Background: an optimization exercise with open tools, aiming at small area, a short achievable clock period and few clock cycles per item. Do not read the settings as production practice. Function was checked by simulation only, so behaviour that the tests miss may differ from the original. Power and IR drop assume default switching activity.

$ cat design.v
module converter (clk, rst, number_in, valid_in, conv_type, select, reverse, number_out, valid_out);
input clk, rst;
input reverse;
input valid_in;
input [31:0] number_in;
input [1:0]  conv_type;
input [2:0]  select;
output [31:0] number_out;
output valid_out;
wire [5:0] set_in = {conv_type, select, reverse};
reg [31:0] factor_in;
always @* begin
  case (set_in)
    6'b00_000_0: factor_in = 32'h41cb3333; 6'b00_000_1: factor_in = 32'h3d214270;
    6'b00_001_0: factor_in = 32'h40228f5c; 6'b00_001_1: factor_in = 32'h3ec9930c;
    6'b00_010_0: factor_in = 32'h3cd013a9; 6'b00_010_1: factor_in = 32'h421d7afb;
    6'b00_011_0: factor_in = 32'h3e9c0ebf; 6'b00_011_1: factor_in = 32'h4051f944;
    6'b00_100_0: factor_in = 32'h399fcd90; 6'b00_100_1: factor_in = 32'h454d0d70;
    6'b00_101_0: factor_in = 32'h3f6a161e; 6'b00_101_1: factor_in = 32'h3f8bfb83;
    6'b00_110_0: factor_in = 32'h3a6fb458; 6'b00_110_1: factor_in = 32'h4488b3a0;
    6'b00_111_0: factor_in = 32'h3fcdfd8b; 6'b00_111_1: factor_in = 32'h3f1f1349;
    6'b01_000_0: factor_in = 32'h46dd7c00; 6'b01_000_1: factor_in = 32'h3813f27b;
    6'b01_001_0: factor_in = 32'h41e2cccd; 6'b01_001_1: factor_in = 32'h3d107acc;
    6'b01_010_0: factor_in = 32'h43e2cccd; 6'b01_010_1: factor_in = 32'h3b107ab7;
    6'b01_011_0: factor_in = 32'h3ee83e42; 6'b01_011_1: factor_in = 32'h400d17ee;
    6'b01_100_0: factor_in = 32'h40cb35a8; 6'b01_100_1: factor_in = 32'h3e214091;
    6'b01_101_0: factor_in = 32'h424b353f; 6'b01_101_1: factor_in = 32'h3ca140c2;
    6'b01_110_0: factor_in = 32'h4462cccd; 6'b01_110_1: factor_in = 32'h3a907ab7;
    6'b01_111_0: factor_in = 32'h3f683e42; 6'b01_111_1: factor_in = 32'h3f8d17ee;
    6'b10_000_0: factor_in = 32'h41831893; 6'b10_000_1: factor_in = 32'h3d79f341;
    6'b10_001_0: factor_in = 32'h3ce7ff58; 6'b10_001_1: factor_in = 32'h420d3e31;
    6'b10_010_0: factor_in = 32'h41ec978d; 6'b10_010_1: factor_in = 32'h3d0a7f80;
    6'b10_011_0: factor_in = 32'h3cf2452c; 6'b10_011_1: factor_in = 32'h42074102;
    6'b10_100_0: factor_in = 32'h43ec999a; 6'b10_100_1: factor_in = 32'h3b0a7eca;
    6'b10_101_0: factor_in = 32'h3ef24745; 6'b10_101_1: factor_in = 32'h40073fd5;
    6'b10_110_0: factor_in = 32'h407243fe; 6'b10_110_1: factor_in = 32'h3e8741a8;
    6'b10_111_0: factor_in = 32'h3b781479; 6'b10_111_1: factor_in = 32'h43841621;
    default: factor_in = set_in[0] ? 32'h3fe66666 : 32'h3f0e38e4;  
  endcase
end
reg [30:0] factor;
reg [1:0]  mode_r;
always @(posedge clk) begin
  factor <= factor_in[30:0];
  mode_r <= {conv_type == 2'b11, reverse};
end
wire temp = mode_r[1];
wire fc2  = temp & ~mode_r[0];   
wire c2f  = temp &  mode_r[0];   
reg  [35:0] t_r;                               
wire [31:0] add_y;
fp_add_post u_post (.st(t_r), .y(add_y));
wire [31:0] a = fc2 ? add_y : number_in;      
wire [47:0] ra, rb;
sigmul u_mul (.x({1'b1, a[22:0]}), .c({1'b1, factor[22:0]}), .ra(ra), .rb(rb));
wire [24:0] lo = {1'b0, ra[23:0]} + {1'b0, rb[23:0]};
reg [23:0] m_ra, m_rb;
reg        m_c, m_s, m_p;
reg [7:0]  m_e;
reg        v1, v2;
always @(posedge clk) begin
  v1   <= valid_in & ~rst;
  v2   <= v1 & ~rst;
  m_ra <= ra[47:24];
  m_rb <= rb[47:24];
  m_c  <= lo[24];
  m_s  <= a[31];
  m_e  <= a[30:23] + factor[30:23] - 8'd127;
  m_p  <= {1'b1, a[22:0]} >= 24'h8e38e4;
end
wire [23:0] P = m_ra + m_rb + {23'd0, m_c};
wire [31:0] mul_y = {m_s, m_e + {7'd0, P[23]}, P[23] ? P[22:0] : {P[21:0], 1'b0}};
wire [31:0] cf_y  = {m_s, m_e + {7'd0, m_p}, m_p ? P[22:0] : {P[21:0], 1'b0}};   
wire [35:0] add_st;
fp_add_pre u_add (.a(c2f ? cf_y : number_in), .sb(~c2f), .st(add_st));
always @(posedge clk) t_r <= add_st;
assign number_out = c2f ? add_y : mul_y;
assign valid_out  = temp ? v2 : v1;
endmodule   
module sigmul(x, c, ra, rb);
input  [23:0] x;
input  [23:0] c;
output [47:0] ra, rb;
wire [26:0] cc = {2'b00, c, 1'b0};
wire [11:0] neg, one, two;
assign neg[0] = cc[2] & ~(cc[1] & cc[0]);
assign one[0] = cc[1] ^ cc[0];
assign two[0] = (cc[2] & ~cc[1] & ~cc[0]) | (~cc[2] & cc[1] & cc[0]);
wire [24:0] xn0 = {1'b0, x} ^ {25{neg[0]}};
wire [24:0] pp0 = ({25{one[0]}} & xn0) | ({25{two[0]}} & {xn0[23:0], neg[0]});
assign neg[1] = cc[4] & ~(cc[3] & cc[2]);
assign one[1] = cc[3] ^ cc[2];
assign two[1] = (cc[4] & ~cc[3] & ~cc[2]) | (~cc[4] & cc[3] & cc[2]);
wire [24:0] xn1 = {1'b0, x} ^ {25{neg[1]}};
wire [24:0] pp1 = ({25{one[1]}} & xn1) | ({25{two[1]}} & {xn1[23:0], neg[1]});
assign neg[2] = cc[6] & ~(cc[5] & cc[4]);
assign one[2] = cc[5] ^ cc[4];
assign two[2] = (cc[6] & ~cc[5] & ~cc[4]) | (~cc[6] & cc[5] & cc[4]);
wire [24:0] xn2 = {1'b0, x} ^ {25{neg[2]}};
wire [24:0] pp2 = ({25{one[2]}} & xn2) | ({25{two[2]}} & {xn2[23:0], neg[2]});
assign neg[3] = cc[8] & ~(cc[7] & cc[6]);
assign one[3] = cc[7] ^ cc[6];
assign two[3] = (cc[8] & ~cc[7] & ~cc[6]) | (~cc[8] & cc[7] & cc[6]);
wire [24:0] xn3 = {1'b0, x} ^ {25{neg[3]}};
wire [24:0] pp3 = ({25{one[3]}} & xn3) | ({25{two[3]}} & {xn3[23:0], neg[3]});
assign neg[4] = cc[10] & ~(cc[9] & cc[8]);
assign one[4] = cc[9] ^ cc[8];
assign two[4] = (cc[10] & ~cc[9] & ~cc[8]) | (~cc[10] & cc[9] & cc[8]);
wire [24:0] xn4 = {1'b0, x} ^ {25{neg[4]}};
wire [24:0] pp4 = ({25{one[4]}} & xn4) | ({25{two[4]}} & {xn4[23:0], neg[4]});
assign neg[5] = cc[12] & ~(cc[11] & cc[10]);
assign one[5] = cc[11] ^ cc[10];
assign two[5] = (cc[12] & ~cc[11] & ~cc[10]) | (~cc[12] & cc[11] & cc[10]);
wire [24:0] xn5 = {1'b0, x} ^ {25{neg[5]}};
wire [24:0] pp5 = ({25{one[5]}} & xn5) | ({25{two[5]}} & {xn5[23:0], neg[5]});
assign neg[6] = cc[14] & ~(cc[13] & cc[12]);
assign one[6] = cc[13] ^ cc[12];
assign two[6] = (cc[14] & ~cc[13] & ~cc[12]) | (~cc[14] & cc[13] & cc[12]);
wire [24:0] xn6 = {1'b0, x} ^ {25{neg[6]}};
wire [24:0] pp6 = ({25{one[6]}} & xn6) | ({25{two[6]}} & {xn6[23:0], neg[6]});
assign neg[7] = cc[16] & ~(cc[15] & cc[14]);
assign one[7] = cc[15] ^ cc[14];
assign two[7] = (cc[16] & ~cc[15] & ~cc[14]) | (~cc[16] & cc[15] & cc[14]);
wire [24:0] xn7 = {1'b0, x} ^ {25{neg[7]}};
wire [24:0] pp7 = ({25{one[7]}} & xn7) | ({25{two[7]}} & {xn7[23:0], neg[7]});
assign neg[8] = cc[18] & ~(cc[17] & cc[16]);
assign one[8] = cc[17] ^ cc[16];
assign two[8] = (cc[18] & ~cc[17] & ~cc[16]) | (~cc[18] & cc[17] & cc[16]);
wire [24:0] xn8 = {1'b0, x} ^ {25{neg[8]}};
wire [24:0] pp8 = ({25{one[8]}} & xn8) | ({25{two[8]}} & {xn8[23:0], neg[8]});
assign neg[9] = cc[20] & ~(cc[19] & cc[18]);
assign one[9] = cc[19] ^ cc[18];
assign two[9] = (cc[20] & ~cc[19] & ~cc[18]) | (~cc[20] & cc[19] & cc[18]);
wire [24:0] xn9 = {1'b0, x} ^ {25{neg[9]}};
wire [24:0] pp9 = ({25{one[9]}} & xn9) | ({25{two[9]}} & {xn9[23:0], neg[9]});
assign neg[10] = cc[22] & ~(cc[21] & cc[20]);
assign one[10] = cc[21] ^ cc[20];
assign two[10] = (cc[22] & ~cc[21] & ~cc[20]) | (~cc[22] & cc[21] & cc[20]);
wire [24:0] xn10 = {1'b0, x} ^ {25{neg[10]}};
wire [24:0] pp10 = ({25{one[10]}} & xn10) | ({25{two[10]}} & {xn10[23:0], neg[10]});
assign neg[11] = cc[24] & ~(cc[23] & cc[22]);
assign one[11] = cc[23] ^ cc[22];
assign two[11] = (cc[24] & ~cc[23] & ~cc[22]) | (~cc[24] & cc[23] & cc[22]);
wire [24:0] xn11 = {1'b0, x} ^ {25{neg[11]}};
wire [24:0] pp11 = ({25{one[11]}} & xn11) | ({25{two[11]}} & {xn11[23:0], neg[11]});
wire [47:0] hneg = {neg[11], 1'b0, neg[10], 1'b0, neg[9], 1'b0, neg[8], 1'b0, neg[7], 1'b0, neg[6], 1'b0, neg[5], 1'b0, neg[4], 1'b0, neg[3], 1'b0, neg[2], 1'b0, neg[1], 1'b0, neg[0], 25'd0};
wire [47:0] kc = -hneg;
wire s1, c2;
ha u_s1 (.a(pp0[16]), .b(pp1[14]), .s(s1), .co(c2));
wire s3, c4;
ha u_s3 (.a(pp0[17]), .b(pp1[15]), .s(s3), .co(c4));
wire s5, c6;
fa u_s5 (.a(pp0[18]), .b(pp1[16]), .c(pp2[14]), .s(s5), .co(c6));
wire s7, c8;
ha u_s7 (.a(pp3[12]), .b(pp4[10]), .s(s7), .co(c8));
wire s9, c10;
fa u_s9 (.a(pp0[19]), .b(pp1[17]), .c(pp2[15]), .s(s9), .co(c10));
wire s11, c12;
ha u_s11 (.a(pp3[13]), .b(pp4[11]), .s(s11), .co(c12));
wire s13, c14;
fa u_s13 (.a(pp0[20]), .b(pp1[18]), .c(pp2[16]), .s(s13), .co(c14));
wire s15, c16;
fa u_s15 (.a(pp3[14]), .b(pp4[12]), .c(pp5[10]), .s(s15), .co(c16));
wire s17, c18;
ha u_s17 (.a(pp6[8]), .b(pp7[6]), .s(s17), .co(c18));
wire s19, c20;
fa u_s19 (.a(pp0[21]), .b(pp1[19]), .c(pp2[17]), .s(s19), .co(c20));
wire s21, c22;
fa u_s21 (.a(pp3[15]), .b(pp4[13]), .c(pp5[11]), .s(s21), .co(c22));
wire s23, c24;
ha u_s23 (.a(pp6[9]), .b(pp7[7]), .s(s23), .co(c24));
wire s25, c26;
fa u_s25 (.a(pp0[22]), .b(pp1[20]), .c(pp2[18]), .s(s25), .co(c26));
wire s27, c28;
fa u_s27 (.a(pp3[16]), .b(pp4[14]), .c(pp5[12]), .s(s27), .co(c28));
wire s29, c30;
fa u_s29 (.a(pp6[10]), .b(pp7[8]), .c(pp8[6]), .s(s29), .co(c30));
wire s31, c32;
ha u_s31 (.a(pp9[4]), .b(pp10[2]), .s(s31), .co(c32));
wire s33, c34;
fa u_s33 (.a(pp0[23]), .b(pp1[21]), .c(pp2[19]), .s(s33), .co(c34));
wire s35, c36;
fa u_s35 (.a(pp3[17]), .b(pp4[15]), .c(pp5[13]), .s(s35), .co(c36));
wire s37, c38;
fa u_s37 (.a(pp6[11]), .b(pp7[9]), .c(pp8[7]), .s(s37), .co(c38));
wire s39, c40;
ha u_s39 (.a(pp9[5]), .b(pp10[3]), .s(s39), .co(c40));
wire s41, c42;
fa u_s41 (.a(pp0[24]), .b(pp1[22]), .c(pp2[20]), .s(s41), .co(c42));
wire s43, c44;
fa u_s43 (.a(pp3[18]), .b(pp4[16]), .c(pp5[14]), .s(s43), .co(c44));
wire s45, c46;
fa u_s45 (.a(pp6[12]), .b(pp7[10]), .c(pp8[8]), .s(s45), .co(c46));
wire s47, c48;
fa u_s47 (.a(pp9[6]), .b(pp10[4]), .c(pp11[2]), .s(s47), .co(c48));
wire s49, c50;
fa u_s49 (.a(pp1[23]), .b(pp2[21]), .c(pp3[19]), .s(s49), .co(c50));
wire s51, c52;
fa u_s51 (.a(pp4[17]), .b(pp5[15]), .c(pp6[13]), .s(s51), .co(c52));
wire s53, c54;
fa u_s53 (.a(pp7[11]), .b(pp8[9]), .c(pp9[7]), .s(s53), .co(c54));
wire s55, c56;
fa u_s55 (.a(pp10[5]), .b(pp11[3]), .c(x[1]), .s(s55), .co(c56));
wire s57, c58;
fa u_s57 (.a(pp1[24]), .b(pp2[22]), .c(pp3[20]), .s(s57), .co(c58));
wire s59, c60;
fa u_s59 (.a(pp4[18]), .b(pp5[16]), .c(pp6[14]), .s(s59), .co(c60));
wire s61, c62;
fa u_s61 (.a(pp7[12]), .b(pp8[10]), .c(pp9[8]), .s(s61), .co(c62));
wire s63, c64;
fa u_s63 (.a(pp10[6]), .b(pp11[4]), .c(x[2]), .s(s63), .co(c64));
wire s65, c66;
fa u_s65 (.a(pp2[23]), .b(pp3[21]), .c(pp4[19]), .s(s65), .co(c66));
wire s67, c68;
fa u_s67 (.a(pp5[17]), .b(pp6[15]), .c(pp7[13]), .s(s67), .co(c68));
wire s69, c70;
fa u_s69 (.a(pp8[11]), .b(pp9[9]), .c(pp10[7]), .s(s69), .co(c70));
wire s71, c72;
ha u_s71 (.a(pp11[5]), .b(x[3]), .s(s71), .co(c72));
wire s73, c74;
fa u_s73 (.a(pp2[24]), .b(pp3[22]), .c(pp4[20]), .s(s73), .co(c74));
wire s75, c76;
fa u_s75 (.a(pp5[18]), .b(pp6[16]), .c(pp7[14]), .s(s75), .co(c76));
wire s77, c78;
fa u_s77 (.a(pp8[12]), .b(pp9[10]), .c(pp10[8]), .s(s77), .co(c78));
wire s79, c80;
ha u_s79 (.a(pp11[6]), .b(x[4]), .s(s79), .co(c80));
wire s81, c82;
fa u_s81 (.a(pp3[23]), .b(pp4[21]), .c(pp5[19]), .s(s81), .co(c82));
wire s83, c84;
fa u_s83 (.a(pp6[17]), .b(pp7[15]), .c(pp8[13]), .s(s83), .co(c84));
wire s85, c86;
fa u_s85 (.a(pp9[11]), .b(pp10[9]), .c(pp11[7]), .s(s85), .co(c86));
wire s87, c88;
fa u_s87 (.a(pp3[24]), .b(pp4[22]), .c(pp5[20]), .s(s87), .co(c88));
wire s89, c90;
fa u_s89 (.a(pp6[18]), .b(pp7[16]), .c(pp8[14]), .s(s89), .co(c90));
wire s91, c92;
ha u_s91 (.a(pp9[12]), .b(pp10[10]), .s(s91), .co(c92));
wire s93, c94;
fa u_s93 (.a(pp4[23]), .b(pp5[21]), .c(pp6[19]), .s(s93), .co(c94));
wire s95, c96;
fa u_s95 (.a(pp7[17]), .b(pp8[15]), .c(pp9[13]), .s(s95), .co(c96));
wire s97, c98;
fa u_s97 (.a(pp4[24]), .b(pp5[22]), .c(pp6[20]), .s(s97), .co(c98));
wire s99, c100;
ha u_s99 (.a(pp7[18]), .b(pp8[16]), .s(s99), .co(c100));
wire s101, c102;
fa u_s101 (.a(pp5[23]), .b(pp6[21]), .c(pp7[19]), .s(s101), .co(c102));
wire s103, c104;
ha u_s103 (.a(pp5[24]), .b(pp6[22]), .s(s103), .co(c104));
wire s105, c106;
ha u_s105 (.a(pp0[10]), .b(pp1[8]), .s(s105), .co(c106));
wire s107, c108;
ha u_s107 (.a(pp0[11]), .b(pp1[9]), .s(s107), .co(c108));
wire s109, c110;
fa u_s109 (.a(pp0[12]), .b(pp1[10]), .c(pp2[8]), .s(s109), .co(c110));
wire s111, c112;
ha u_s111 (.a(pp3[6]), .b(pp4[4]), .s(s111), .co(c112));
wire s113, c114;
fa u_s113 (.a(pp0[13]), .b(pp1[11]), .c(pp2[9]), .s(s113), .co(c114));
wire s115, c116;
ha u_s115 (.a(pp3[7]), .b(pp4[5]), .s(s115), .co(c116));
wire s117, c118;
fa u_s117 (.a(pp0[14]), .b(pp1[12]), .c(pp2[10]), .s(s117), .co(c118));
wire s119, c120;
fa u_s119 (.a(pp3[8]), .b(pp4[6]), .c(pp5[4]), .s(s119), .co(c120));
wire s121, c122;
ha u_s121 (.a(pp6[2]), .b(pp7[0]), .s(s121), .co(c122));
wire s123, c124;
fa u_s123 (.a(pp0[15]), .b(pp1[13]), .c(pp2[11]), .s(s123), .co(c124));
wire s125, c126;
fa u_s125 (.a(pp3[9]), .b(pp4[7]), .c(pp5[5]), .s(s125), .co(c126));
wire s127, c128;
ha u_s127 (.a(pp6[3]), .b(pp7[1]), .s(s127), .co(c128));
wire s129, c130;
fa u_s129 (.a(pp2[12]), .b(pp3[10]), .c(pp4[8]), .s(s129), .co(c130));
wire s131, c132;
fa u_s131 (.a(pp5[6]), .b(pp6[4]), .c(pp7[2]), .s(s131), .co(c132));
wire s133, c134;
fa u_s133 (.a(pp8[0]), .b(neg[8]), .c(s1), .s(s133), .co(c134));
wire s135, c136;
fa u_s135 (.a(pp2[13]), .b(pp3[11]), .c(pp4[9]), .s(s135), .co(c136));
wire s137, c138;
fa u_s137 (.a(pp5[7]), .b(pp6[5]), .c(pp7[3]), .s(s137), .co(c138));
wire s139, c140;
fa u_s139 (.a(pp8[1]), .b(c2), .c(s3), .s(s139), .co(c140));
wire s141, c142;
fa u_s141 (.a(pp5[8]), .b(pp6[6]), .c(pp7[4]), .s(s141), .co(c142));
wire s143, c144;
fa u_s143 (.a(pp8[2]), .b(pp9[0]), .c(neg[9]), .s(s143), .co(c144));
wire s145, c146;
fa u_s145 (.a(c4), .b(s5), .c(s7), .s(s145), .co(c146));
wire s147, c148;
fa u_s147 (.a(pp5[9]), .b(pp6[7]), .c(pp7[5]), .s(s147), .co(c148));
wire s149, c150;
fa u_s149 (.a(pp8[3]), .b(pp9[1]), .c(c6), .s(s149), .co(c150));
wire s151, c152;
fa u_s151 (.a(c8), .b(s9), .c(s11), .s(s151), .co(c152));
wire s153, c154;
fa u_s153 (.a(pp8[4]), .b(pp9[2]), .c(pp10[0]), .s(s153), .co(c154));
wire s155, c156;
fa u_s155 (.a(neg[10]), .b(c10), .c(c12), .s(s155), .co(c156));
wire s157, c158;
fa u_s157 (.a(s13), .b(s15), .c(s17), .s(s157), .co(c158));
wire s159, c160;
fa u_s159 (.a(pp8[5]), .b(pp9[3]), .c(pp10[1]), .s(s159), .co(c160));
wire s161, c162;
fa u_s161 (.a(c14), .b(c16), .c(c18), .s(s161), .co(c162));
wire s163, c164;
fa u_s163 (.a(s19), .b(s21), .c(s23), .s(s163), .co(c164));
wire s165, c166;
fa u_s165 (.a(pp11[0]), .b(neg[11]), .c(c20), .s(s165), .co(c166));
wire s167, c168;
fa u_s167 (.a(c22), .b(c24), .c(s25), .s(s167), .co(c168));
wire s169, c170;
fa u_s169 (.a(s27), .b(s29), .c(s31), .s(s169), .co(c170));
wire s171, c172;
fa u_s171 (.a(pp11[1]), .b(c26), .c(c28), .s(s171), .co(c172));
wire s173, c174;
fa u_s173 (.a(c30), .b(c32), .c(s33), .s(s173), .co(c174));
wire s175, c176;
fa u_s175 (.a(s35), .b(s37), .c(s39), .s(s175), .co(c176));
wire s177, c178;
fa u_s177 (.a(x[0]), .b(c34), .c(c36), .s(s177), .co(c178));
wire s179, c180;
fa u_s179 (.a(c38), .b(c40), .c(s41), .s(s179), .co(c180));
wire s181, c182;
fa u_s181 (.a(s43), .b(s45), .c(s47), .s(s181), .co(c182));
wire s183, c184;
fa u_s183 (.a(kc[25]), .b(c42), .c(c44), .s(s183), .co(c184));
wire s185, c186;
fa u_s185 (.a(c46), .b(c48), .c(s49), .s(s185), .co(c186));
wire s187, c188;
fa u_s187 (.a(s51), .b(s53), .c(s55), .s(s187), .co(c188));
wire s189, c190;
fa u_s189 (.a(kc[26]), .b(c50), .c(c52), .s(s189), .co(c190));
wire s191, c192;
fa u_s191 (.a(c54), .b(c56), .c(s57), .s(s191), .co(c192));
wire s193, c194;
fa u_s193 (.a(s59), .b(s61), .c(s63), .s(s193), .co(c194));
wire s195, c196;
fa u_s195 (.a(kc[27]), .b(c58), .c(c60), .s(s195), .co(c196));
wire s197, c198;
fa u_s197 (.a(c62), .b(c64), .c(s65), .s(s197), .co(c198));
wire s199, c200;
fa u_s199 (.a(s67), .b(s69), .c(s71), .s(s199), .co(c200));
wire s201, c202;
fa u_s201 (.a(kc[28]), .b(c66), .c(c68), .s(s201), .co(c202));
wire s203, c204;
fa u_s203 (.a(c70), .b(c72), .c(s73), .s(s203), .co(c204));
wire s205, c206;
fa u_s205 (.a(s75), .b(s77), .c(s79), .s(s205), .co(c206));
wire s207, c208;
fa u_s207 (.a(x[5]), .b(kc[29]), .c(c74), .s(s207), .co(c208));
wire s209, c210;
fa u_s209 (.a(c76), .b(c78), .c(c80), .s(s209), .co(c210));
wire s211, c212;
fa u_s211 (.a(s81), .b(s83), .c(s85), .s(s211), .co(c212));
wire s213, c214;
fa u_s213 (.a(pp11[8]), .b(x[6]), .c(kc[30]), .s(s213), .co(c214));
wire s215, c216;
fa u_s215 (.a(c82), .b(c84), .c(c86), .s(s215), .co(c216));
wire s217, c218;
fa u_s217 (.a(s87), .b(s89), .c(s91), .s(s217), .co(c218));
wire s219, c220;
fa u_s219 (.a(pp10[11]), .b(pp11[9]), .c(x[7]), .s(s219), .co(c220));
wire s221, c222;
fa u_s221 (.a(kc[31]), .b(c88), .c(c90), .s(s221), .co(c222));
wire s223, c224;
fa u_s223 (.a(c92), .b(s93), .c(s95), .s(s223), .co(c224));
wire s225, c226;
fa u_s225 (.a(pp9[14]), .b(pp10[12]), .c(pp11[10]), .s(s225), .co(c226));
wire s227, c228;
fa u_s227 (.a(x[8]), .b(kc[32]), .c(c94), .s(s227), .co(c228));
wire s229, c230;
fa u_s229 (.a(c96), .b(s97), .c(s99), .s(s229), .co(c230));
wire s231, c232;
fa u_s231 (.a(pp8[17]), .b(pp9[15]), .c(pp10[13]), .s(s231), .co(c232));
wire s233, c234;
fa u_s233 (.a(pp11[11]), .b(x[9]), .c(kc[33]), .s(s233), .co(c234));
wire s235, c236;
fa u_s235 (.a(c98), .b(c100), .c(s101), .s(s235), .co(c236));
wire s237, c238;
fa u_s237 (.a(pp7[20]), .b(pp8[18]), .c(pp9[16]), .s(s237), .co(c238));
wire s239, c240;
fa u_s239 (.a(pp10[14]), .b(pp11[12]), .c(x[10]), .s(s239), .co(c240));
wire s241, c242;
fa u_s241 (.a(kc[34]), .b(c102), .c(s103), .s(s241), .co(c242));
wire s243, c244;
fa u_s243 (.a(pp6[23]), .b(pp7[21]), .c(pp8[19]), .s(s243), .co(c244));
wire s245, c246;
fa u_s245 (.a(pp9[17]), .b(pp10[15]), .c(pp11[13]), .s(s245), .co(c246));
wire s247, c248;
fa u_s247 (.a(x[11]), .b(kc[35]), .c(c104), .s(s247), .co(c248));
wire s249, c250;
fa u_s249 (.a(pp6[24]), .b(pp7[22]), .c(pp8[20]), .s(s249), .co(c250));
wire s251, c252;
fa u_s251 (.a(pp9[18]), .b(pp10[16]), .c(pp11[14]), .s(s251), .co(c252));
wire s253, c254;
ha u_s253 (.a(x[12]), .b(kc[36]), .s(s253), .co(c254));
wire s255, c256;
fa u_s255 (.a(pp7[23]), .b(pp8[21]), .c(pp9[19]), .s(s255), .co(c256));
wire s257, c258;
fa u_s257 (.a(pp10[17]), .b(pp11[15]), .c(x[13]), .s(s257), .co(c258));
wire s259, c260;
fa u_s259 (.a(pp7[24]), .b(pp8[22]), .c(pp9[20]), .s(s259), .co(c260));
wire s261, c262;
ha u_s261 (.a(pp10[18]), .b(pp11[16]), .s(s261), .co(c262));
wire s263, c264;
fa u_s263 (.a(pp8[23]), .b(pp9[21]), .c(pp10[19]), .s(s263), .co(c264));
wire s265, c266;
ha u_s265 (.a(pp8[24]), .b(pp9[22]), .s(s265), .co(c266));
wire s267, c268;
ha u_s267 (.a(pp0[6]), .b(pp1[4]), .s(s267), .co(c268));
wire s269, c270;
ha u_s269 (.a(pp0[7]), .b(pp1[5]), .s(s269), .co(c270));
wire s271, c272;
fa u_s271 (.a(pp0[8]), .b(pp1[6]), .c(pp2[4]), .s(s271), .co(c272));
wire s273, c274;
ha u_s273 (.a(pp3[2]), .b(pp4[0]), .s(s273), .co(c274));
wire s275, c276;
fa u_s275 (.a(pp0[9]), .b(pp1[7]), .c(pp2[5]), .s(s275), .co(c276));
wire s277, c278;
ha u_s277 (.a(pp3[3]), .b(pp4[1]), .s(s277), .co(c278));
wire s279, c280;
fa u_s279 (.a(pp2[6]), .b(pp3[4]), .c(pp4[2]), .s(s279), .co(c280));
wire s281, c282;
fa u_s281 (.a(pp5[0]), .b(neg[5]), .c(s105), .s(s281), .co(c282));
wire s283, c284;
fa u_s283 (.a(pp2[7]), .b(pp3[5]), .c(pp4[3]), .s(s283), .co(c284));
wire s285, c286;
fa u_s285 (.a(pp5[1]), .b(c106), .c(s107), .s(s285), .co(c286));
wire s287, c288;
fa u_s287 (.a(pp5[2]), .b(pp6[0]), .c(neg[6]), .s(s287), .co(c288));
wire s289, c290;
fa u_s289 (.a(c108), .b(s109), .c(s111), .s(s289), .co(c290));
wire s291, c292;
fa u_s291 (.a(pp5[3]), .b(pp6[1]), .c(c110), .s(s291), .co(c292));
wire s293, c294;
fa u_s293 (.a(c112), .b(s113), .c(s115), .s(s293), .co(c294));
wire s295, c296;
fa u_s295 (.a(neg[7]), .b(c114), .c(c116), .s(s295), .co(c296));
wire s297, c298;
fa u_s297 (.a(s117), .b(s119), .c(s121), .s(s297), .co(c298));
wire s299, c300;
fa u_s299 (.a(c118), .b(c120), .c(c122), .s(s299), .co(c300));
wire s301, c302;
fa u_s301 (.a(s123), .b(s125), .c(s127), .s(s301), .co(c302));
wire s303, c304;
fa u_s303 (.a(c124), .b(c126), .c(c128), .s(s303), .co(c304));
wire s305, c306;
fa u_s305 (.a(s129), .b(s131), .c(s133), .s(s305), .co(c306));
wire s307, c308;
fa u_s307 (.a(c130), .b(c132), .c(c134), .s(s307), .co(c308));
wire s309, c310;
fa u_s309 (.a(s135), .b(s137), .c(s139), .s(s309), .co(c310));
wire s311, c312;
fa u_s311 (.a(c136), .b(c138), .c(c140), .s(s311), .co(c312));
wire s313, c314;
fa u_s313 (.a(s141), .b(s143), .c(s145), .s(s313), .co(c314));
wire s315, c316;
fa u_s315 (.a(c142), .b(c144), .c(c146), .s(s315), .co(c316));
wire s317, c318;
fa u_s317 (.a(s147), .b(s149), .c(s151), .s(s317), .co(c318));
wire s319, c320;
fa u_s319 (.a(c148), .b(c150), .c(c152), .s(s319), .co(c320));
wire s321, c322;
fa u_s321 (.a(s153), .b(s155), .c(s157), .s(s321), .co(c322));
wire s323, c324;
fa u_s323 (.a(c154), .b(c156), .c(c158), .s(s323), .co(c324));
wire s325, c326;
fa u_s325 (.a(s159), .b(s161), .c(s163), .s(s325), .co(c326));
wire s327, c328;
fa u_s327 (.a(c160), .b(c162), .c(c164), .s(s327), .co(c328));
wire s329, c330;
fa u_s329 (.a(s165), .b(s167), .c(s169), .s(s329), .co(c330));
wire s331, c332;
fa u_s331 (.a(c166), .b(c168), .c(c170), .s(s331), .co(c332));
wire s333, c334;
fa u_s333 (.a(s171), .b(s173), .c(s175), .s(s333), .co(c334));
wire s335, c336;
fa u_s335 (.a(c172), .b(c174), .c(c176), .s(s335), .co(c336));
wire s337, c338;
fa u_s337 (.a(s177), .b(s179), .c(s181), .s(s337), .co(c338));
wire s339, c340;
fa u_s339 (.a(c178), .b(c180), .c(c182), .s(s339), .co(c340));
wire s341, c342;
fa u_s341 (.a(s183), .b(s185), .c(s187), .s(s341), .co(c342));
wire s343, c344;
fa u_s343 (.a(c184), .b(c186), .c(c188), .s(s343), .co(c344));
wire s345, c346;
fa u_s345 (.a(s189), .b(s191), .c(s193), .s(s345), .co(c346));
wire s347, c348;
fa u_s347 (.a(c190), .b(c192), .c(c194), .s(s347), .co(c348));
wire s349, c350;
fa u_s349 (.a(s195), .b(s197), .c(s199), .s(s349), .co(c350));
wire s351, c352;
fa u_s351 (.a(c196), .b(c198), .c(c200), .s(s351), .co(c352));
wire s353, c354;
fa u_s353 (.a(s201), .b(s203), .c(s205), .s(s353), .co(c354));
wire s355, c356;
fa u_s355 (.a(c202), .b(c204), .c(c206), .s(s355), .co(c356));
wire s357, c358;
fa u_s357 (.a(s207), .b(s209), .c(s211), .s(s357), .co(c358));
wire s359, c360;
fa u_s359 (.a(c208), .b(c210), .c(c212), .s(s359), .co(c360));
wire s361, c362;
fa u_s361 (.a(s213), .b(s215), .c(s217), .s(s361), .co(c362));
wire s363, c364;
fa u_s363 (.a(c214), .b(c216), .c(c218), .s(s363), .co(c364));
wire s365, c366;
fa u_s365 (.a(s219), .b(s221), .c(s223), .s(s365), .co(c366));
wire s367, c368;
fa u_s367 (.a(c220), .b(c222), .c(c224), .s(s367), .co(c368));
wire s369, c370;
fa u_s369 (.a(s225), .b(s227), .c(s229), .s(s369), .co(c370));
wire s371, c372;
fa u_s371 (.a(c226), .b(c228), .c(c230), .s(s371), .co(c372));
wire s373, c374;
fa u_s373 (.a(s231), .b(s233), .c(s235), .s(s373), .co(c374));
wire s375, c376;
fa u_s375 (.a(c232), .b(c234), .c(c236), .s(s375), .co(c376));
wire s377, c378;
fa u_s377 (.a(s237), .b(s239), .c(s241), .s(s377), .co(c378));
wire s379, c380;
fa u_s379 (.a(c238), .b(c240), .c(c242), .s(s379), .co(c380));
wire s381, c382;
fa u_s381 (.a(s243), .b(s245), .c(s247), .s(s381), .co(c382));
wire s383, c384;
fa u_s383 (.a(c244), .b(c246), .c(c248), .s(s383), .co(c384));
wire s385, c386;
fa u_s385 (.a(s249), .b(s251), .c(s253), .s(s385), .co(c386));
wire s387, c388;
fa u_s387 (.a(kc[37]), .b(c250), .c(c252), .s(s387), .co(c388));
wire s389, c390;
fa u_s389 (.a(c254), .b(s255), .c(s257), .s(s389), .co(c390));
wire s391, c392;
fa u_s391 (.a(x[14]), .b(kc[38]), .c(c256), .s(s391), .co(c392));
wire s393, c394;
fa u_s393 (.a(c258), .b(s259), .c(s261), .s(s393), .co(c394));
wire s395, c396;
fa u_s395 (.a(pp11[17]), .b(x[15]), .c(kc[39]), .s(s395), .co(c396));
wire s397, c398;
fa u_s397 (.a(c260), .b(c262), .c(s263), .s(s397), .co(c398));
wire s399, c400;
fa u_s399 (.a(pp10[20]), .b(pp11[18]), .c(x[16]), .s(s399), .co(c400));
wire s401, c402;
fa u_s401 (.a(kc[40]), .b(c264), .c(s265), .s(s401), .co(c402));
wire s403, c404;
fa u_s403 (.a(pp9[23]), .b(pp10[21]), .c(pp11[19]), .s(s403), .co(c404));
wire s405, c406;
fa u_s405 (.a(x[17]), .b(kc[41]), .c(c266), .s(s405), .co(c406));
wire s407, c408;
fa u_s407 (.a(pp9[24]), .b(pp10[22]), .c(pp11[20]), .s(s407), .co(c408));
wire s409, c410;
ha u_s409 (.a(x[18]), .b(kc[42]), .s(s409), .co(c410));
wire s411, c412;
fa u_s411 (.a(pp10[23]), .b(pp11[21]), .c(x[19]), .s(s411), .co(c412));
wire s413, c414;
ha u_s413 (.a(pp10[24]), .b(pp11[22]), .s(s413), .co(c414));
wire s415, c416;
ha u_s415 (.a(pp0[4]), .b(pp1[2]), .s(s415), .co(c416));
wire s417, c418;
ha u_s417 (.a(pp0[5]), .b(pp1[3]), .s(s417), .co(c418));
wire s419, c420;
fa u_s419 (.a(pp2[2]), .b(pp3[0]), .c(neg[3]), .s(s419), .co(c420));
wire s421, c422;
fa u_s421 (.a(pp2[3]), .b(pp3[1]), .c(c268), .s(s421), .co(c422));
wire s423, c424;
fa u_s423 (.a(neg[4]), .b(c270), .c(s271), .s(s423), .co(c424));
wire s425, c426;
fa u_s425 (.a(c272), .b(c274), .c(s275), .s(s425), .co(c426));
wire s427, c428;
fa u_s427 (.a(c276), .b(c278), .c(s279), .s(s427), .co(c428));
wire s429, c430;
fa u_s429 (.a(c280), .b(c282), .c(s283), .s(s429), .co(c430));
wire s431, c432;
fa u_s431 (.a(c284), .b(c286), .c(s287), .s(s431), .co(c432));
wire s433, c434;
fa u_s433 (.a(c288), .b(c290), .c(s291), .s(s433), .co(c434));
wire s435, c436;
fa u_s435 (.a(c292), .b(c294), .c(s295), .s(s435), .co(c436));
wire s437, c438;
fa u_s437 (.a(c296), .b(c298), .c(s299), .s(s437), .co(c438));
wire s439, c440;
fa u_s439 (.a(c300), .b(c302), .c(s303), .s(s439), .co(c440));
wire s441, c442;
fa u_s441 (.a(c304), .b(c306), .c(s307), .s(s441), .co(c442));
wire s443, c444;
fa u_s443 (.a(c308), .b(c310), .c(s311), .s(s443), .co(c444));
wire s445, c446;
fa u_s445 (.a(c312), .b(c314), .c(s315), .s(s445), .co(c446));
wire s447, c448;
fa u_s447 (.a(c316), .b(c318), .c(s319), .s(s447), .co(c448));
wire s449, c450;
fa u_s449 (.a(c320), .b(c322), .c(s323), .s(s449), .co(c450));
wire s451, c452;
fa u_s451 (.a(c324), .b(c326), .c(s327), .s(s451), .co(c452));
wire s453, c454;
fa u_s453 (.a(c328), .b(c330), .c(s331), .s(s453), .co(c454));
wire s455, c456;
fa u_s455 (.a(c332), .b(c334), .c(s335), .s(s455), .co(c456));
wire s457, c458;
fa u_s457 (.a(c336), .b(c338), .c(s339), .s(s457), .co(c458));
wire s459, c460;
fa u_s459 (.a(c340), .b(c342), .c(s343), .s(s459), .co(c460));
wire s461, c462;
fa u_s461 (.a(c344), .b(c346), .c(s347), .s(s461), .co(c462));
wire s463, c464;
fa u_s463 (.a(c348), .b(c350), .c(s351), .s(s463), .co(c464));
wire s465, c466;
fa u_s465 (.a(c352), .b(c354), .c(s355), .s(s465), .co(c466));
wire s467, c468;
fa u_s467 (.a(c356), .b(c358), .c(s359), .s(s467), .co(c468));
wire s469, c470;
fa u_s469 (.a(c360), .b(c362), .c(s363), .s(s469), .co(c470));
wire s471, c472;
fa u_s471 (.a(c364), .b(c366), .c(s367), .s(s471), .co(c472));
wire s473, c474;
fa u_s473 (.a(c368), .b(c370), .c(s371), .s(s473), .co(c474));
wire s475, c476;
fa u_s475 (.a(c372), .b(c374), .c(s375), .s(s475), .co(c476));
wire s477, c478;
fa u_s477 (.a(c376), .b(c378), .c(s379), .s(s477), .co(c478));
wire s479, c480;
fa u_s479 (.a(c380), .b(c382), .c(s383), .s(s479), .co(c480));
wire s481, c482;
fa u_s481 (.a(c384), .b(c386), .c(s387), .s(s481), .co(c482));
wire s483, c484;
fa u_s483 (.a(c388), .b(c390), .c(s391), .s(s483), .co(c484));
wire s485, c486;
fa u_s485 (.a(c392), .b(c394), .c(s395), .s(s485), .co(c486));
wire s487, c488;
fa u_s487 (.a(c396), .b(c398), .c(s399), .s(s487), .co(c488));
wire s489, c490;
fa u_s489 (.a(c400), .b(c402), .c(s403), .s(s489), .co(c490));
wire s491, c492;
fa u_s491 (.a(c404), .b(c406), .c(s407), .s(s491), .co(c492));
wire s493, c494;
fa u_s493 (.a(kc[43]), .b(c408), .c(c410), .s(s493), .co(c494));
wire s495, c496;
fa u_s495 (.a(x[20]), .b(kc[44]), .c(c412), .s(s495), .co(c496));
wire s497, c498;
fa u_s497 (.a(pp11[23]), .b(x[21]), .c(kc[45]), .s(s497), .co(c498));
wire s499, c500;
ha u_s499 (.a(pp11[24]), .b(x[22]), .s(s499), .co(c500));
wire s501, c502;
ha u_s501 (.a(pp0[2]), .b(pp1[0]), .s(s501), .co(c502));
wire s503, c504;
ha u_s503 (.a(pp0[3]), .b(pp1[1]), .s(s503), .co(c504));
wire s505, c506;
fa u_s505 (.a(pp2[0]), .b(neg[2]), .c(s415), .s(s505), .co(c506));
wire s507, c508;
fa u_s507 (.a(pp2[1]), .b(c416), .c(s417), .s(s507), .co(c508));
wire s509, c510;
fa u_s509 (.a(s267), .b(c418), .c(s419), .s(s509), .co(c510));
wire s511, c512;
fa u_s511 (.a(s269), .b(c420), .c(s421), .s(s511), .co(c512));
wire s513, c514;
fa u_s513 (.a(s273), .b(c422), .c(s423), .s(s513), .co(c514));
wire s515, c516;
fa u_s515 (.a(s277), .b(c424), .c(s425), .s(s515), .co(c516));
wire s517, c518;
fa u_s517 (.a(s281), .b(c426), .c(s427), .s(s517), .co(c518));
wire s519, c520;
fa u_s519 (.a(s285), .b(c428), .c(s429), .s(s519), .co(c520));
wire s521, c522;
fa u_s521 (.a(s289), .b(c430), .c(s431), .s(s521), .co(c522));
wire s523, c524;
fa u_s523 (.a(s293), .b(c432), .c(s433), .s(s523), .co(c524));
wire s525, c526;
fa u_s525 (.a(s297), .b(c434), .c(s435), .s(s525), .co(c526));
wire s527, c528;
fa u_s527 (.a(s301), .b(c436), .c(s437), .s(s527), .co(c528));
wire s529, c530;
fa u_s529 (.a(s305), .b(c438), .c(s439), .s(s529), .co(c530));
wire s531, c532;
fa u_s531 (.a(s309), .b(c440), .c(s441), .s(s531), .co(c532));
wire s533, c534;
fa u_s533 (.a(s313), .b(c442), .c(s443), .s(s533), .co(c534));
wire s535, c536;
fa u_s535 (.a(s317), .b(c444), .c(s445), .s(s535), .co(c536));
wire s537, c538;
fa u_s537 (.a(s321), .b(c446), .c(s447), .s(s537), .co(c538));
wire s539, c540;
fa u_s539 (.a(s325), .b(c448), .c(s449), .s(s539), .co(c540));
wire s541, c542;
fa u_s541 (.a(s329), .b(c450), .c(s451), .s(s541), .co(c542));
wire s543, c544;
fa u_s543 (.a(s333), .b(c452), .c(s453), .s(s543), .co(c544));
wire s545, c546;
fa u_s545 (.a(s337), .b(c454), .c(s455), .s(s545), .co(c546));
wire s547, c548;
fa u_s547 (.a(s341), .b(c456), .c(s457), .s(s547), .co(c548));
wire s549, c550;
fa u_s549 (.a(s345), .b(c458), .c(s459), .s(s549), .co(c550));
wire s551, c552;
fa u_s551 (.a(s349), .b(c460), .c(s461), .s(s551), .co(c552));
wire s553, c554;
fa u_s553 (.a(s353), .b(c462), .c(s463), .s(s553), .co(c554));
wire s555, c556;
fa u_s555 (.a(s357), .b(c464), .c(s465), .s(s555), .co(c556));
wire s557, c558;
fa u_s557 (.a(s361), .b(c466), .c(s467), .s(s557), .co(c558));
wire s559, c560;
fa u_s559 (.a(s365), .b(c468), .c(s469), .s(s559), .co(c560));
wire s561, c562;
fa u_s561 (.a(s369), .b(c470), .c(s471), .s(s561), .co(c562));
wire s563, c564;
fa u_s563 (.a(s373), .b(c472), .c(s473), .s(s563), .co(c564));
wire s565, c566;
fa u_s565 (.a(s377), .b(c474), .c(s475), .s(s565), .co(c566));
wire s567, c568;
fa u_s567 (.a(s381), .b(c476), .c(s477), .s(s567), .co(c568));
wire s569, c570;
fa u_s569 (.a(s385), .b(c478), .c(s479), .s(s569), .co(c570));
wire s571, c572;
fa u_s571 (.a(s389), .b(c480), .c(s481), .s(s571), .co(c572));
wire s573, c574;
fa u_s573 (.a(s393), .b(c482), .c(s483), .s(s573), .co(c574));
wire s575, c576;
fa u_s575 (.a(s397), .b(c484), .c(s485), .s(s575), .co(c576));
wire s577, c578;
fa u_s577 (.a(s401), .b(c486), .c(s487), .s(s577), .co(c578));
wire s579, c580;
fa u_s579 (.a(s405), .b(c488), .c(s489), .s(s579), .co(c580));
wire s581, c582;
fa u_s581 (.a(s409), .b(c490), .c(s491), .s(s581), .co(c582));
wire s583, c584;
fa u_s583 (.a(s411), .b(c492), .c(s493), .s(s583), .co(c584));
wire s585, c586;
fa u_s585 (.a(s413), .b(c494), .c(s495), .s(s585), .co(c586));
wire s587, c588;
fa u_s587 (.a(c414), .b(c496), .c(s497), .s(s587), .co(c588));
wire s589, c590;
fa u_s589 (.a(kc[46]), .b(c498), .c(s499), .s(s589), .co(c590));
wire s591, c592;
fa u_s591 (.a(x[23]), .b(kc[47]), .c(c500), .s(s591), .co(c592));
assign ra = {c590, c588, c586, c584, c582, c580, c578, c576, c574, c572, c570, c568, c566, c564, c562, c560, c558, c556, c554, c552, c550, c548, c546, c544, c542, c540, c538, c536, c534, c532, c530, c528, c526, c524, c522, c520, c518, c516, c514, c512, c510, c508, c506, c504, c502, neg[1], pp0[1], pp0[0]};
assign rb = {s591, s589, s587, s585, s583, s581, s579, s577, s575, s573, s571, s569, s567, s565, s563, s561, s559, s557, s555, s553, s551, s549, s547, s545, s543, s541, s539, s537, s535, s533, s531, s529, s527, s525, s523, s521, s519, s517, s515, s513, s511, s509, s507, s505, s503, s501, 1'b0, neg[0]};
endmodule
module fa(a, b, c, s, co);
input a, b, c;
output s, co;
assign s = a ^ b ^ c;
assign co = (a & b) | (a & c) | (b & c);
endmodule
module ha(a, b, s, co);
input a, b;
output s, co;
assign s = a ^ b;
assign co = a & b;
endmodule
module fp_add_pre(a, sb, st);
input  [31:0] a;
input         sb;
output [35:0] st;
wire        sa  = a[31];
wire [7:0]  fe  = a[30:23];
wire [22:0] fr  = a[22:0];
wire [23:0] ma  = {1'b1, fr};
wire        sub = sa ^ sb;
wire        big   = fe >= 8'd132;
wire        eq    = fe == 8'd132;
wire        one_below = fe == 8'd131;
wire        killb = fe >= 8'd156;             
wire        killa = fe <= 8'd108;             
wire [7:0]  ds    = 8'd132 - fe;
reg  [23:0] mb, ms;
integer i;
always @* begin
  for (i = 0; i < 24; i = i + 1) begin
    mb[i] = (fe >= 8'd155 - i) & ~killb;
    ms[i] = (fe >= 8'd132 - i);
  end
end
reg  [23:0] cb, wo;
integer s;
always @* begin
  cb = {(ma[22:0] ^ {23{sub}}) | ~mb[22:0], 1'b1};
  wo = {ma[22:0] & ms[22:0], 1'b0};
  for (s = 1; s < 24; s = s * 2) begin
    cb = cb & (cb << s | ((24'd1 << s) - 24'd1));
    wo = wo | (wo << s);
  end
end
wire [23:0] tb   = ma ^ (mb & cb);
wire        ovn  = cb[23] & ~killb;          
wire [1:0]  c_big = ovn ? (sub ? 2'd1 : 2'd2) : 2'd0;
wire [7:0]  f_big = ovn ? (sub ? fe - 8'd1 : fe + 8'd1) : fe;
wire [23:0] zn = ma ^ wo;                    
wire [23:0] z  = sub ? zn : ma;
wire [24:0] zs = $signed({sub, z}) >>> ds[4:0];
wire [23:0] ts = killa ? 24'd0 : zs[23:0];
wire [1:0]  c_small = sub ? 2'd1 : 2'd0;
wire [7:0]  f_small = (sub & ~killa) ? 8'd131 : 8'd132;
wire [21:0] negv = zn[22:1];
wire        vz   = ~|fr[22:1];
wire [22:0] N    = eq ? fr : {vz, negv};
wire [31:0] Np   = {N, 1'b1, 8'd0};
reg  [15:0] v1, c1;
reg  [7:0]  v2; reg [15:0] c2;
reg  [3:0]  v3; reg [11:0] c3;
reg  [1:0]  v4; reg [7:0]  c4;
reg  [4:0]  lz;
integer g;
always @* begin
  for (g = 0; g < 16; g = g + 1) begin
    v1[g] = Np[2*g+1] | Np[2*g];
    c1[g] = ~Np[2*g+1];
  end
  for (g = 0; g < 8; g = g + 1) begin
    v2[g] = v1[2*g+1] | v1[2*g];
    c2[2*g+:2] = v1[2*g+1] ? {1'b0, c1[2*g+1]} : {1'b1, c1[2*g]};
  end
  for (g = 0; g < 4; g = g + 1) begin
    v3[g] = v2[2*g+1] | v2[2*g];
    c3[3*g+:3] = v2[2*g+1] ? {1'b0, c2[2*(2*g+1)+:2]} : {1'b1, c2[2*(2*g)+:2]};
  end
  for (g = 0; g < 2; g = g + 1) begin
    v4[g] = v3[2*g+1] | v3[2*g];
    c4[4*g+:4] = v3[2*g+1] ? {1'b0, c3[3*(2*g+1)+:3]} : {1'b1, c3[3*(2*g)+:3]};
  end
  lz = v4[1] ? {1'b0, c4[7:4]} : {1'b1, c4[3:0]};
end
wire        near = sub & (eq | one_below);
wire        sgn  = (sub & ~big) ? sb : sa;
assign st = near ? {sgn, 1'b1, 1'b0, N, 2'd0, 3'd0, lz}
          : big  ? {sgn, 1'b0, tb, c_big, f_big}
          :        {sgn, 1'b0, ts, c_small, f_small};
endmodule
module fp_add_post(st, y);
input  [35:0] st;
output [31:0] y;
wire        sgn  = st[35];
wire        near = st[34];
wire [23:0] v    = st[33:10];
wire [1:0]  code = st[9:8];
wire [7:0]  f    = st[7:0];
wire [4:0]  lz   = f[4:0];
wire [22:0] N    = v[22:0];
wire [22:0] n4 = lz[4] ? {N[6:0], 16'd0} : N;
wire [22:0] n3 = lz[3] ? {n4[14:0], 8'd0} : n4;
wire [22:0] n2 = lz[2] ? {n3[18:0], 4'd0} : n3;
wire [22:0] n1s = lz[1] ? {n2[20:0], 2'd0} : n2;
wire [22:0] n0 = lz[0] ? {n1s[21:0], 1'b0} : n1s;
wire        nzero  = lz == 5'd23;
wire [22:0] m_near = {n0[21:0], 1'b0};
wire [7:0]  f_near = nzero ? 8'd1 : 8'd131 - {3'd0, lz};
wire [22:0] m_far = code[0] ? {v[21:0], 1'b0} : code[1] ? v[23:1] : v[22:0];
assign y = near ? {sgn, f_near, m_near} : {sgn, f, m_far};
endmodule
$ cat run.sh
#!/bin/bash
# synth_recipe.tcl (not shown) runs the flow's synth.tcl, then flattens the netlist and writes it again
# the make line also repeats each setting of config.mk as NAME=value (left out here)
make -C /OpenROAD-flow-scripts/flow DESIGN_CONFIG=/design/flow/config.mk WORK_HOME=/design/flow/orfs CLKGATE_MAP_FILE= SYNTH_SCRIPT=/design/flow/synth_recipe.tcl finish
$ cat config.mk
export PLATFORM = sky130hd
export DESIGN_NAME = converter
export DESIGN_NICKNAME = converter
export VERILOG_FILES = /design/flow/design.v
export SDC_FILE = /design/flow/constraint.sdc
export NUM_CORES = 4
export LEC_CHECK = 0
export CAP_MARGIN = 20
export CORE_MARGIN = 4
export CORE_UTILIZATION = 40
export PLACE_DENSITY = 0.6
export SETUP_SLACK_MARGIN = 3.5
export SLEW_MARGIN = 20
export SYNTH_HIERARCHICAL = 1
$ cat constraint.sdc
create_clock -name core_clock -period 10.0 [get_ports {clk}]
set_input_delay 2.0000 -clock core_clock [delete_from_list [all_inputs] [get_ports {clk}]]
set_output_delay 2.0000 -clock core_clock [all_outputs]
set_load 0.01 [all_outputs]
==> impl_metrics.xml <==
<?xml version="1.0" encoding="UTF-8"?>
<metrics>
  <group name="power">
    <metric name="post-layout-total-power" unit="W">0.0124</metric>
    <metric name="p_leak" unit="nW">11.7</metric>
    <metric name="powerDensity" unit="nW/um^2">401</metric>
    <metric name="vdd.ir_drop.worst" unit="V">0.000411</metric>
  </group>
  <group name="timing">
    <metric name="hold_violations" unit="">0</metric>
    <metric name="post-route-min-period" unit="ps">6360</metric>
    <metric name="slew_violations" unit="">0</metric>
    <metric name="worst_slew_pin_slew" unit="ps">1020</metric>
    <metric name="setup_viol_count_final" unit="">0</metric>
    <metric name="post-route-period-util" unit="">0.636</metric>
    <metric name="setup-tns-final" unit="ps">0</metric>
    <metric name="timing.clock.skew" unit="ps">17.4</metric>
    <metric name="rsz0062_at_grt" unit="">false</metric>
    <metric name="timing.slew.headroom" unit="">0.321</metric>
    <metric name="fmax" unit="GHz">0.157</metric>
  </group>
  <group name="routing">
    <metric name="wl_per_cell" unit="um">24.6</metric>
    <metric name="detail_route.vias_per_cell" unit="">6.35</metric>
    <metric name="vias" unit="">28300</metric>
    <metric name="drt-total-wl" unit="mm">110</metric>
    <metric name="drt_initial_violations" unit="">3789</metric>
    <metric name="route.detailed.drc" unit="">0</metric>
    <metric name="drt.antenna.violating_nets" unit="">0</metric>
    <metric name="drt_pass1_iterations" unit="">8</metric>
  </group>
  <group name="critical_path">
    <metric name="ff2ff_setup_slack" unit="ps">3810</metric>
    <metric name="critPathLaunchType" unit="">primary input</metric>
    <metric name="worstReg2RegStart" unit="">m_c</metric>
    <metric name="worstReg2RegEnd" unit="">t_r[27]</metric>
    <metric name="max_stage_delay" unit="ps">650</metric>
    <metric name="path_buf_inv" unit="">3</metric>
    <metric name="timing.setup.critical_path_class" unit="">in2reg</metric>
    <metric name="worstRegToRegCells" unit="">24</metric>
    <metric name="timing.critical_path.max_delay_family" unit="">compound AO/OA/AOI/OAI gates</metric>
    <metric name="crit_chain" unit="">clkdlybuf4s50_1, nand2_1, nand2_1, buf_4, inv_1, ha_1, nand2b_1, a21oi_1, o22ai_1, o211a_1, or4_1, a211oi_2, o2111ai_4, or3_1, o311ai_0, o311ai_1</metric>
    <metric name="cp_max_fo" unit="">16</metric>
    <metric name="worst_path_most_repeated_cell" unit="">sky130_fd_sc_hd__nand2_1</metric>
    <metric name="cp_slowest_cell" unit="">sky130_fd_sc_hd__or4_1</metric>
    <metric name="timing.critical_path.required" unit="ps">10310</metric>
    <metric name="critical_path_arrival" unit="ps">6670</metric>
    <metric name="setup.worst_path.end_class" unit="">flop</metric>
  </group>
  <group name="hold_path">
    <metric name="hp-class" unit="">reg2reg</metric>
    <metric name="min_path_cells" unit="">2</metric>
    <metric name="worstHoldEndpoint" unit="">m_s</metric>
    <metric name="worstHoldStart" unit="">t_r[35]</metric>
  </group>
  <group name="run">
    <metric name="maxCapViolCount" unit="">0</metric>
  </group>
  <group name="clock_network">
    <metric name="clock_tree.buffer_depth" unit="">2</metric>
    <metric name="clk_pin_slew" unit="ps">60</metric>
    <metric name="tritoncts" unit="">done</metric>
    <metric name="clkLatencyLatePin" unit="ps">470</metric>
    <metric name="cts_hold_repair.buffers" unit="">0</metric>
    <metric name="cts_inserted_buffers" unit="">17</metric>
    <metric name="h-tree-depth" unit="">4</metric>
    <metric name="cts.root.buffer_cell" unit="">sky130_fd_sc_hd__clkbuf_16</metric>
    <metric name="tritoncts_num_sinks" unit="">128</metric>
  </group>
  <group name="placed_design">
    <metric name="post_detail_place_hpwl" unit="mm">83.5</metric>
    <metric name="finalWeightedCongestion" unit="">0.973</metric>
    <metric name="portBuffers" unit="">73</metric>
  </group>
  <group name="logic_synthesis">
    <metric name="synth.yosys.seq_area_share" unit="">0.0885</metric>
    <metric name="synth.largest_area_cell" unit="">sky130_fd_sc_hd__fa_1</metric>
    <metric name="post_synth_instance_area" unit="sq um">29000</metric>
    <metric name="synthXorXnorAreaFrac" unit="">0.124</metric>
    <metric name="muxShareOfSynthArea" unit="">0.0597</metric>
    <metric name="synth-compound-area-share" unit="">0.244</metric>
    <metric name="post_synth_and_or_nand_nor_area_fraction" unit="">0.158</metric>
    <metric name="synthTopCellsByCount" unit="">398 x sky130_fd_sc_hd__nand2_1, 372 x sky130_fd_sc_hd__xnor2_1, 287 x sky130_fd_sc_hd__o22ai_1</metric>
    <metric name="top_flip_flop_cell_by_instance_count_after_synthesis" unit="">sky130_fd_sc_hd__dfxtp_1</metric>
    <metric name="synthTopCellsByArea" unit="">sky130_fd_sc_hd__fa_1 18%, sky130_fd_sc_hd__xnor2_1 11%, sky130_fd_sc_hd__dfxtp_1 8.9%</metric>
    <metric name="synth-async-reset-ratio" unit="">0</metric>
    <metric name="synth_fa_ha_area_frac" unit="">0.236</metric>
    <metric name="synth_edf_count" unit="">0</metric>
    <metric name="synthDistinctLibCells" unit="">114</metric>
    <metric name="synth_cells" unit="">3667</metric>
    <metric name="synth_warnings" unit="">8</metric>
    <metric name="post_synth.cell_area_avg" unit="sq um">7.90</metric>
    <metric name="yosysMostFrequentCell" unit="">sky130_fd_sc_hd__nand2_1</metric>
    <metric name="yosys_register_bits" unit="">128</metric>
    <metric name="synth_top_family_by_area" unit="">compound AO/OA/AOI/OAI gates</metric>
    <metric name="synth_largest_type_area_fraction" unit="">0.185</metric>
  </group>
  <group name="final_layout">
    <metric name="layout-area-overhead-vs-synth" unit="%">6.55</metric>
    <metric name="drive_gt1_frac" unit="">0.102</metric>
    <metric name="final.fill_count" unit="">7247</metric>
    <metric name="multi_input_comb_area" unit="sq um">24200</metric>
    <metric name="ff_latch_area" unit="sq um">2560</metric>
    <metric name="finalNetCount" unit="">3917</metric>
  </group>
  <group name="floorplanning">
    <metric name="chipWidth" unit="um">277</metric>
    <metric name="fp.dieH" unit="um">277</metric>
    <metric name="placement_rows" unit="">98</metric>
    <metric name="core_region_area" unit="sq um">71600</metric>
    <metric name="io_pins" unit="">74</metric>
    <metric name="die_area" unit="sq um">76800</metric>
    <metric name="start_util" unit="">0.404</metric>
  </group>
  <group name="grt">
    <metric name="grt_max_degree" unit="">71</metric>
    <metric name="gr-usage-all-layers" unit="">0.273</metric>
    <metric name="global_route_wire_length_before_repair" unit="mm">164</metric>
    <metric name="vias_in_the_first_global_route" unit="">26100</metric>
    <metric name="initial_antenna_violation_count" unit="">0</metric>
    <metric name="grt-ovfl-total" unit="">0</metric>
  </group>
  <group name="status">
    <metric name="status" unit="">finished clean</metric>
  </group>
</metrics>
-- modules after synthesis, one instance, submodules excluded --
module / cells inside / flip-flops and latches / copies in the design / cell area (sq um)
fp_add_post: 265 / 0 / 1 / 1940
fa: 1 / 0 / 263 / 20.0
sigmul: 1018 / 0 / 1 / 6740
converter: 1099 / 128 / 1 / 8230
fp_add_pre: 989 / 0 / 1 / 6360
ha: 1 / 0 / 33 / 12.5
-- kinds of logic (layout without fill, tap and decap cells) --
logic type,after synthesis,in the layout
AOI/OAI and AO/OA,1076,1076
xor gates and xnor gates,405,405
adders and majority gates,386,386
buffers and inverters,520,348
DFF,128,128
muxes,153,153
other,2,9
and+or+nand+nor,997,998
-- area by class of cell --
cell class	instances	share of cell area
sequential	128	0.0831
inverter	88	0.0108
timing repair buffer	229	0.0661
antenna	1	0.0000811
clock inverter	12	0.00389
tap	950	0.0385
multi-input combinational	3026	0.784
clock buffer	19	0.0140
-- where the power goes --
group | internal (W) | leakage (nW) | switching, W | total (W)
clock network | 0.000360 | 0.264 | 0.000243 | 0.000603
registers | 0.000809 | 1.08 | 0.000159 | 0.000969
logic | 0.00472 | 10.3 | 0.00609 | 0.0108
-- layer usage --
metal,part of all wire,GRT usage
met5,0,0
met4,0.036,0.0913
met3,0.12,0.0819
met2,0.41,0.392
met1,0.43,0.389
-- worst register-to-register path: stages (launching register included) --
cell and delay (ps):
sky130_fd_sc_hd__dfxtp_1 350, sky130_fd_sc_hd__fa_1 450, sky130_fd_sc_hd__fa_2 400, sky130_fd_sc_hd__a21oi_2 200, sky130_fd_sc_hd__o211ai_1 230, sky130_fd_sc_hd__a2111oi_4 400, sky130_fd_sc_hd__buf_4 180, sky130_fd_sc_hd__buf_4 120
sky130_fd_sc_hd__o311ai_2 150, sky130_fd_sc_hd__a21oi_1 240, sky130_fd_sc_hd__xnor2_2 140, sky130_fd_sc_hd__mux2i_1 150, sky130_fd_sc_hd__a21oi_1 80, sky130_fd_sc_hd__buf_4 230, sky130_fd_sc_hd__a2111oi_2 360, sky130_fd_sc_hd__o221ai_1 210
sky130_fd_sc_hd__a211oi_4 330, sky130_fd_sc_hd__buf_4 210, sky130_fd_sc_hd__o211ai_4 90, sky130_fd_sc_hd__or3_1 410, sky130_fd_sc_hd__o211ai_2 130, sky130_fd_sc_hd__inv_2 60, sky130_fd_sc_hd__mux4_2 550, sky130_fd_sc_hd__a2111oi_4 350
sky130_fd_sc_hd__a211oi_2 50
-- cell usage in the layout (no fill, tap or decap), drive strengths merged, types with 92 or more instances in the layout --
cell type,netlist,routed
mux2i,112,112
o21ai,231,231
ha,119,119
buf,228,159
xnor2,376,376
dfxtp,128,128
nand2,399,399
fa,267,267
o22ai,287,287
nand3,92,92
nor2,243,243
a21oi,187,187
-- per-stage QoR --
step | hold WS (ps) | setup WS (ps) | util | std cells | cell area [sq um]
6_report | 441 | 3640 | 0.431 | 4453 | 30800
3_3_place_gp | 434 | 2850 | 0.414 | 4385 | 29600
3_5_place_dp | 436 | 2810 | 0.414 | 4385 | 29600
2_1_floorplan | 434 | 3660 | - | 3673 | 29000
4_1_cts | 441 | 3380 | 0.424 | 4422 | 30400
5_1_grt | 457 | 3470 | 0.431 | 4452 | 30800
-- flip-flops by register name, indices dropped and copies added (netlist names) --
name / cells
v2: 1
m_p: 1
v1: 1
t_r: 36
m_c: 1
factor: 29
m_e: 8
m_s: 1
m_rb: 24
mode_r: 2
m_ra: 24
-- how the worst max path moves through the flow --
stage / startpoint / to / slack (ps) / cells after the start
after floorplan: number_in[17] / m_c / 3660 / 20
after global placement: number_in[19] / m_c / 2850 / 16
after detailed placement: number_in[19] / m_c / 2810 / 16
after CTS: m_c / number_out[27] / 3380 / 14
after global routing: m_c / t_r[27] / 3470 / 24
final: number_in[24] / t_r[0] / 3640 / 16
-- what timing repair did --
item	in CTS	in global routing
setup buffers	6	29
gates cloned	0	1
endpoints found under the setup margin	36	35
gates resized for setup	34	64
pin swaps	8	13
Testbench counts, summed over its fixed seeds: cycles 3,804, items 2,503.

[what the ideal ports hide]
How much do the figures lean on ideal ports? The routed layout below was timed once more, with nothing changed but the port constraints.
Step 1, drivers: a clkbuf_16 drives clk and a buf_2 each remaining input, both assumed.
Step 2, shift: input delay + t, output delay - t, t = (earliest + latest rising clock arrival at the registers) / 2. This alone moves slack from input paths to output paths.
Slacks: no drivers / after step 1 / after step 2; pairs: no drivers / after step 1.
t (ns): 0.526
setup slack, ns: 3.640 / 3.605 / 3.150
clock arrival spread, ns: 0.019 / 0.019
cell pins on the clock port's net: 1
After both steps this run still meets setup and hold. The setup slack of this run moves by -0.035 ns with the drivers and by -0.490 ns with both steps.
